This is an optimization exercise on Yosys and OpenROAD, whose aim is small area, not a production implementation.
Only simulation tests tie the RTL to the original design; equivalence was not proved.
No activity file was given, so power comes from the tool's default toggle rates.

north:
Design master, start of the top module:
module master(
    input clk,
    input rst,
    input btnM, input btnL, input btnR, input btnU, input btnD,
    input [7:0] sw,
    output [7:0] led,
    output [6:0] out,
    output [3:0] an
    );
    reg [2:0] clk_dv;
    reg       clk_en;
    reg [2:0] step_dR, step_dM, step_dL, step_dU, step_dD;
    reg [1:0] random;
    always @ (posedge clk)
        if (rst) begin
            clk_dv <= 3'd0;
            clk_en <= 1'b0;
        end else begin
            clk_dv <= clk_dv + 3'd1;
            clk_en <= (clk_dv == 3'd7);
        end
    always @ (posedge clk)
        if (rst) begin
            step_dR <= 0; step_dM <= 0; step_dL <= 0; step_dU <= 0; step_dD <= 0;
        end else if (clk_en) begin
            step_dR <= {btnR, step_dR[2:1]};
            step_dM <= {btnM, step_dM[2:1]};
            step_dL <= {btnL, step_dL[2:1]};
            step_dU <= {btnU, step_dU[2:1]};
            step_dD <= {btnD, step_dD[2:1]};
        end
    wire fastEn = (clk_dv == 3'd3);
    wire rOut = fastEn & ~step_dR[0] & step_dR[1];
    wire mOut = fastEn & ~step_dM[0] & step_dM[1];
    wire lOut = fastEn & ~step_dL[0] & step_dL[1];
    wire uOut = fastEn & ~step_dU[0] & step_dU[1];
    wire dOut = fastEn & ~step_dD[0] & step_dD[1];
    always @ (posedge clk)
        if (rst)
            random <= 2'b00;
        else if (btnR || btnL || btnM || btnU || btnD)
            random <= random + 2'd1;
    assign led = sw;
    wire clock0, clock1, clock2, clock3, clock4, clock5, clock6;
    wire scrollRise, lvlRise, validStart;
    wire [1:0] state;
    wire gameOver, newGameFlag;
    masterCLK myCLK (
  ...
Settings: LEC_CHECK=0, ABC_AREA=1, CAP_MARGIN=20, CORE_MARGIN=2, CORE_UTILIZATION=70, SLEW_MARGIN=20, SYNTH_MEMORY_MAX_BITS=16384; clock period 10.0 ns.
run.sh (not shown) runs the stock make flow with config.mk's settings and CLKGATE_MAP_FILE= SYNTH_SCRIPT=/design/flow/synth_recipe.tcl, a recipe that flattens the netlist after the stock synthesis.
north finished every step from synthesis to the final layout, and the layout passed the timing, DRC and antenna checks.
The following lists how south was set up differently from north:
==> flow/flow/run.sh (new file) <==
#!/bin/bash
# Own layout flow: the standard synthesis, then the combinational logic
# of its netlist is mapped again by ABC for area (flip-flops, their names and
# cell types are kept as the standard synthesis made them), then the standard flow's
# standard layout from floorplan to finish on that netlist.
set -euo pipefail
W=$PWD
R=$W/orfs/results/${FLOW_PLATFORM:-sky130hd}/master/base
L=$W/orfs/logs/${FLOW_PLATFORM:-sky130hd}/master/base
YOSYS=$(command -v yosys || echo /OpenROAD-flow-scripts/tools/install/yosys/bin/yosys)

bash standard.sh synth > $W/standard_synth.log 2>&1

# the don't-use cells that ORFS gave ABC
grep -o -- '-dont_use [A-Za-z0-9_]*' $L/1_2_yosys.log | sort -u | tr '\n' ' ' > $W/dont_use.txt || true

cp $R/1_2_yosys.v $W/1_2_yosys_standard.v
REABC_IN=$W/1_2_yosys_standard.v REABC_OUT=$R/1_2_yosys.v \
REABC_LIB=$FLOW_HOME/platforms/sky130hd/lib/sky130_fd_sc_hd__tt_025C_1v80.lib \
REABC_DONTUSE=$W/dont_use.txt REABC_SCRIPT=$W/flow/area.abc \
  $YOSYS -c $W/flow/reabc.tcl > $W/reabc.log 2>&1

# lay out the new netlist
rm -f $R/1_synth.odb $R/1_synth.sdc
touch $R/1_2_yosys.v
bash standard.sh finish > $W/standard_finish.log 2>&1
==> flow/flow/area.abc (new file) <==
strash
&get -n
&dch -f
&nf -R 1000
&put
==> flow/flow/reabc.tcl (new file) <==
# Map the combinational logic of the standard synthesis netlist again with
# ABC, for area. Flip-flop cells are black boxes here, so they keep their
# instance names and cell types; nothing merges or removes them.
set lib $::env(REABC_LIB)
yosys read_liberty -ignore_miss_func $lib
yosys setattr -mod -set blackbox 1 sky130_fd_sc_hd__df* sky130_fd_sc_hd__edf* sky130_fd_sc_hd__sdf* sky130_fd_sc_hd__sedf* sky130_fd_sc_hd__dl*
yosys read_verilog $::env(REABC_IN)
yosys hierarchy -top master
yosys tee -o $::env(REABC_OUT).before.stat stat -liberty $lib
yosys flatten
yosys hierarchy -top master
yosys opt_clean -purge
yosys abc -script $::env(REABC_SCRIPT) -liberty $lib {*}[exec cat $::env(REABC_DONTUSE)]
yosys opt_clean -purge
# cell definitions again (black boxes), for the tie cells, buffers and check
yosys read_liberty -lib -overwrite $lib
yosys hilomap -singleton -hicell sky130_fd_sc_hd__conb_1 HI -locell sky130_fd_sc_hd__conb_1 LO
yosys insbuf -buf sky130_fd_sc_hd__buf_4 A X
yosys splitnets
yosys opt_clean -purge
yosys tee -o $::env(REABC_OUT).after.stat stat -liberty $lib
yosys check -assert
yosys write_verilog -noattr -nohex -nodec $::env(REABC_OUT)
==> flow/standard.sh (new file) <==
#!/bin/bash
# synth_recipe.tcl (not shown) runs the flow's synth.tcl, then flattens the netlist and writes it again
# the make line also repeats each setting of config.mk as NAME=value (left out here)
make -C /OpenROAD-flow-scripts/flow DESIGN_CONFIG=/design/flow/config.mk WORK_HOME=/design/flow/orfs CLKGATE_MAP_FILE= SYNTH_SCRIPT=/design/flow/synth_recipe.tcl "${@:-finish}"
removed: flow/run.sh
[summary]
- Looking at global-route usage across north and south, the one that comes out lower is north.
- Number of rows created at floorplan ends up higher on north.
- Multi-input logic portion of the cell area: south vs north down 0.70 points
- Die footprint, south vs north: down by more than 10%
- The sequential power was comparable across north and south.
- Relative to north, cell area has gone down in south.
- For the reg2reg setup slack, south came in 1.99 ns lower than north did.
- Note that the total of plain and repair buffers excluding clock buffers recorded for north amounts to 0.78 times the value seen in south.
- south finished every step from synthesis to the final layout, and the layout passed the timing, DRC and antenna checks.

-- separate check: timing with driven ports --
The results above use ideal ports. As a check the final layouts listed here were re-extracted and re-timed, cells and wires unchanged.
Step 1 (the two cells are an assumption about what drives the block):
set clk [get_ports {clk}]
set_driving_cell -lib_cell sky130_fd_sc_hd__clkbuf_16 $clk
set_driving_cell -lib_cell sky130_fd_sc_hd__buf_2 [delete_from_list [all_inputs] $clk]
Step 2 adds t to the input delays and takes it off the output delays; t is the mean of the earliest and latest rising clock arrival at the registers after step 1. Input paths then give back, and output paths get back, about the clock's delay inside the block.
Slacks: ideal ports / drivers / drivers and shift; pairs: ideal ports / drivers.
run	shift t [ns]	slack for setup (ns)	worst hold slack (ns)	clock arrival spread, ns	worst register clock-pin slew, ns
north	0.595	4.352 / 4.352 / 4.258	0.409 / 0.409 / 0.409	0.024 / 0.024	0.07 / 0.07
south	0.581	2.363 / 2.363 / 2.363	0.412 / 0.412 / 0.412	0.027 / 0.027	0.07 / 0.07
After both steps setup and hold are still met in every run listed. For north, which loses most, drivers alone change the setup slack by 0.000 ns; drivers and shift together by -0.094 ns.
